Source: an optimization exercise on an open RTL-to-GDS flow (aim: small area, a short achievable clock period and few clock cycles). Production flows keep margins and buffers that such runs may drop. At most, simulation tests tie the RTL to the original design; equivalence was not proved.

Setup of run E:
==> module ysyx_22050612_divider, before the edit <==
module ysyx_22050612_divider(
	input clk,
	input rst,
	input div_valid,
	input flush,
	input divw,
	input div_signed,
	input [63:0]dividend,
	input [63:0]divisor,
	output div_ready,
	output out_valid,
	output [63:0]quotient,
	output [63:0]remainder
);
reg        v1;
reg [63:0] xa1, xb1;    
reg        sa1, sb1;    
reg        w1, z1;      
reg [7:0]  la1, lb1;    
reg        busy;        
reg        done;        
reg        itr;         
reg [63:0] rem;         
reg [63:0] dsr;         
reg [63:0] quo;         
reg [63:0] qal;         
reg [4:0]  cnt;         
reg        qneg, rneg;
wire go = v1 & ~busy;   
wire load1 = ~v1 | go;  
assign div_ready = load1;
assign out_valid = done;
wire sa = div_signed & (divw ? dividend[31] : dividend[63]);
wire sb = div_signed & (divw ? divisor[31]  : divisor[63]);
wire [63:0] xa = divw ? {32'b0, dividend[31:0] ^ {32{sa}}} : (dividend ^ {64{sa}});
wire [63:0] xb = divw ? {32'b0, divisor[31:0]  ^ {32{sb}}} : (divisor  ^ {64{sb}});
wire        bz = divw ? ~|divisor[31:0] : ~|divisor;
function [5:0] lead(input [31:0] x);
	reg [15:0] v1; reg [3:0] p1 [0:15];
	reg [7:0]  v2; reg [3:0] p2 [0:7];
	reg [3:0]  v3; reg [3:0] p3 [0:3];
	reg [1:0]  v4; reg [3:0] p4 [0:1];
	integer i;
	begin
		for (i = 0; i < 16; i = i + 1) begin
			v1[i] = x[2*i+1] | x[2*i];
			p1[i] = {3'b0, x[2*i+1]};
		end
		for (i = 0; i < 8; i = i + 1) begin
			v2[i] = v1[2*i+1] | v1[2*i];
			p2[i] = v1[2*i+1] ? {2'b0, 1'b1, p1[2*i+1][0]} : {2'b0, 1'b0, p1[2*i][0]};
		end
		for (i = 0; i < 4; i = i + 1) begin
			v3[i] = v2[2*i+1] | v2[2*i];
			p3[i] = v2[2*i+1] ? {1'b0, 1'b1, p2[2*i+1][1:0]} : {1'b0, 1'b0, p2[2*i][1:0]};
		end
		for (i = 0; i < 2; i = i + 1) begin
			v4[i] = v3[2*i+1] | v3[2*i];
			p4[i] = v3[2*i+1] ? {1'b1, p3[2*i+1][2:0]} : {1'b0, p3[2*i][2:0]};
		end
		lead = {v4[1] | v4[0], v4[1] ? {1'b1, p4[1]} : {1'b0, p4[0]}};
	end
endfunction
function [7:0] maglead(input [63:0] x, input s, input w);
	reg [5:0] ph, pl, nh, nl;
	reg [6:0] lp, ln;
	reg       m32, m64;
	begin
		ph = lead(x[63:32]);
		pl = lead(x[31:0]);
		nh = lead(~x[63:32]);
		nl = lead(~x[31:0]);
		lp = (!w && ph[5]) ? {1'b1, 1'b1, ph[4:0]} : {pl[5], 1'b0, pl[4:0]};
		ln = (!w && nh[5]) ? {1'b1, 1'b1, nh[4:0]} : {nl[5], 1'b0, nl[4:0]};
		m32 = &(x[31:1] | ~x[30:0]);
		m64 = m32 & (&(x[63:32] | ~x[62:31]));
		maglead = s ? {ln, w ? m32 : m64} : {lp, 1'b0};
	end
endfunction
wire [7:0] la = maglead(dividend, sa, divw);
wire [7:0] lb = maglead(divisor,  sb, divw);
always @(posedge clk) begin
	if (rst || flush) v1 <= 1'b0;
	else              v1 <= (div_valid & load1) | (v1 & ~go);
end
always @(posedge clk) begin
	if (load1) begin
		xa1 <= xa;
		xb1 <= xb;
		sa1 <= sa;
		sb1 <= sb;
		w1  <= divw;
		z1  <= bz;
		la1 <= la;
		lb1 <= lb;
	end
end
wire [7:0]  sh = {2'b0, la1[6:1]} - {2'b0, lb1[6:1]}
               + {7'b0, la1[0] & la1[7]} - {7'b0, lb1[0] & lb1[7]};
wire        qzero = ~(la1[7] | sa1) | sh[7];
wire [63:0] bb = xb1 + {63'b0, sb1};
wire [63:0] qz = w1 ? 64'h00000000FFFFFFFF : 64'hFFFFFFFFFFFFFFFF;
wire [66:0] ta = {3'b0, rem};
wire [66:0] t1 = ~{3'b0, dsr};
wire [66:0] t2 = ~{2'b0, dsr, 1'b0};
wire [66:0] s1 = ta - {3'b0, dsr};
wire [66:0] s2 = ta - {2'b0, dsr, 1'b0};
wire [66:0] cs = ta ^ t1 ^ t2;
wire [66:0] cc = {(ta[65:0] & t1[65:0]) | (ta[65:0] & t2[65:0]) | (t1[65:0] & t2[65:0]), 1'b1};
wire [66:0] s3 = cs - ~cc;
wire ge1 = ~s1[66];
wire ge2 = ~s2[66];
wire ge3 = ~s3[66];
wire [1:0] qd  = {ge2, ge3 | (ge1 & ~ge2)};
wire [1:0] qdm = {ge3, ge2 & ~ge3};           
wire [1:0] qdp = {ge1, ~ge1 | (ge2 & ~ge3)};  
wire [63:0] rnext = ge3 ? s3[63:0] : ge2 ? s2[63:0] : ge1 ? s1[63:0] : rem;
wire last = (cnt == 5'd0);
always @(posedge clk) begin
	if (rst || flush) begin
		busy <= 1'b0;
		done <= 1'b0;
	end else if (go) begin
		busy <= ~(z1 | qzero);
		done <= z1 | qzero;
	end else begin
		busy <= busy & ~last;
		done <= busy & last;
	end
end
always @(posedge clk) begin
	if (go) begin
		rem  <= xa1;
		dsr  <= bb << {sh[5:1], 1'b0};
		quo  <= z1 ? qz : 64'b0;
		qal  <= (sa1 ^ sb1) ? (z1 ? {qz[63:1], 1'b0} : 64'hFFFFFFFFFFFFFFFF) : 64'd1;
		cnt  <= sh[5:1];
		itr  <= ~(z1 | qzero);
	end else begin
		rem  <= rnext;
		if (!last) dsr <= dsr >> 2;
		quo  <= {quo[61:0], qd};
		if (qneg) qal <= ge1 ? {quo[61:0], qdm} : {qal[61:0], 2'b11};
		else      qal <= ge3 ? {qal[61:0], 2'b00} : {quo[61:0], qdp};
		cnt  <= cnt - 5'd1;
	end
end
always @(posedge clk) begin
	if (go) begin
		qneg <= sa1 ^ sb1;
		rneg <= sa1;
	end
end
wire [63:0] ep = rem ^ ~dsr;
wire [63:0] eg = rem & ~dsr;
wire exact = ~ep[0] & (&(ep[63:1] ^ eg[62:0]));
wire fix = rneg & itr & exact;
assign quotient  = qneg ? ~(fix ? quo : qal) : (fix ? qal : quo);
assign remainder = rneg ? (fix ? 64'b0 : ~rem) : rem;
endmodule
export LEC_CHECK = 0
export CAP_MARGIN = 20
export CORE_MARGIN = 2
export CORE_UTILIZATION = 40
export SETUP_SLACK_MARGIN = 5
export SLEW_MARGIN = 20
create_clock -name core_clock -period 10.0 [get_ports {clk}]
run.sh (not shown) runs the stock make flow with config.mk's settings and CLKGATE_MAP_FILE= SYNTH_SCRIPT=/design/flow/synth_recipe.tcl, a recipe that flattens the netlist after the stock synthesis.
The following lists how run D was set up differently from run E:
--- a/flow/design.v
+++ b/flow/design.v
@@ -17,11 +17,12 @@
 reg        sa1, sb1;    
 reg        w1, z1;      
 reg [7:0]  la1, lb1;    
 reg        busy;        
 reg        done;        
-reg        itr;         
+reg        fx;          
+reg        fixr;        
 reg [63:0] rem;         
 reg [63:0] dsr;         
 reg [63:0] quo;         
 reg [63:0] qal;         
 reg [4:0]  cnt;         
@@ -118,43 +119,48 @@
 wire last = (cnt == 5'd0);
 always @(posedge clk) begin
 	if (rst || flush) begin
 		busy <= 1'b0;
 		done <= 1'b0;
+		fx   <= 1'b0;
 	end else if (go) begin
 		busy <= ~(z1 | qzero);
 		done <= z1 | qzero;
+		fx   <= 1'b0;
+	end else if (fx) begin
+		busy <= 1'b0;
+		done <= 1'b1;
+		fx   <= 1'b0;
 	end else begin
-		busy <= busy & ~last;
-		done <= busy & last;
+		busy <= busy & ~(last & ~rneg);
+		done <= busy & last & ~rneg;
+		fx   <= busy & last & rneg;
 	end
 end
 always @(posedge clk) begin
 	if (go) begin
 		rem  <= xa1;
 		dsr  <= bb << {sh[5:1], 1'b0};
 		quo  <= z1 ? qz : 64'b0;
 		qal  <= (sa1 ^ sb1) ? (z1 ? {qz[63:1], 1'b0} : 64'hFFFFFFFFFFFFFFFF) : 64'd1;
 		cnt  <= sh[5:1];
-		itr  <= ~(z1 | qzero);
-	end else begin
+		qneg <= sa1 ^ sb1;
+		rneg <= sa1;
+		fixr <= 1'b0;
+	end else if (fx) begin
+		fixr <= exact;
+	end else if (busy) begin
 		rem  <= rnext;
 		if (!last) dsr <= dsr >> 2;
 		quo  <= {quo[61:0], qd};
 		if (qneg) qal <= ge1 ? {quo[61:0], qdm} : {qal[61:0], 2'b11};
 		else      qal <= ge3 ? {qal[61:0], 2'b00} : {quo[61:0], qdp};
 		cnt  <= cnt - 5'd1;
 	end
 end
-always @(posedge clk) begin
-	if (go) begin
-		qneg <= sa1 ^ sb1;
-		rneg <= sa1;
-	end
-end
 wire [63:0] ep = rem ^ ~dsr;
 wire [63:0] eg = rem & ~dsr;
 wire exact = ~ep[0] & (&(ep[63:1] ^ eg[62:0]));
-wire fix = rneg & itr & exact;
+wire fix = fixr;
 assign quotient  = qneg ? ~(fix ? quo : qal) : (fix ? qal : quo);
 assign remainder = rneg ? (fix ? 64'b0 : ~rem) : rem;
 endmodule
Notes after the runs:
- On flip-flop and latch count, run D and run E are neck and neck.
- From run E to run D the numbers moved as follows: critical path depth now smaller; first-iteration DRC count now larger; setup slack of the critical path after layout now larger.
- Cmp run D vs run E: total length of routed met3 wires lower in run D
- The lower overall routing resource usage came out of run D.
- Of run D and run E, the run reporting the higher final standard cell area without fillers was run E.
- Delta (run D minus run E): utilization after layout shrank by 2.0 points.
Testbench counts of run D, summed over its fixed seeds: cycles 3,930.
The RTL of run E was laid out without a check of its function.

-- static timing again, ports no longer ideal --
In the flow no input, the clock included, has a driving cell. The finished layouts below were timed again as built, in two steps. Step 1 (the two cells are an assumption about what drives the block):
set clk [get_ports {clk}]
set_driving_cell -lib_cell sky130_fd_sc_hd__clkbuf_16 $clk
set_driving_cell -lib_cell sky130_fd_sc_hd__buf_2 [delete_from_list [all_inputs] $clk]
Step 2 times the ports against the registers' clock, not the clock port: input delays grow and output delays shrink by t, the midpoint of the rising clock arrivals with the driver on. Three values: ideal ports, drivers, drivers and shift; two values: the first two.
run | shift t [ns] | setup WS [ns] | worst setup path at the end | latest minus earliest clock arrival (ns)
run E | 0.699 | 3.927 / 3.861 / 4.560 | register to output | 0.046 / 0.045
run D | 0.687 | 5.086 / 5.044 / 4.625 | input to register | 0.024 / 0.024
After both steps setup and hold are still met in every run listed. For run D, which loses most, drivers alone change the setup slack by -0.042 ns; drivers and shift together by -0.461 ns.
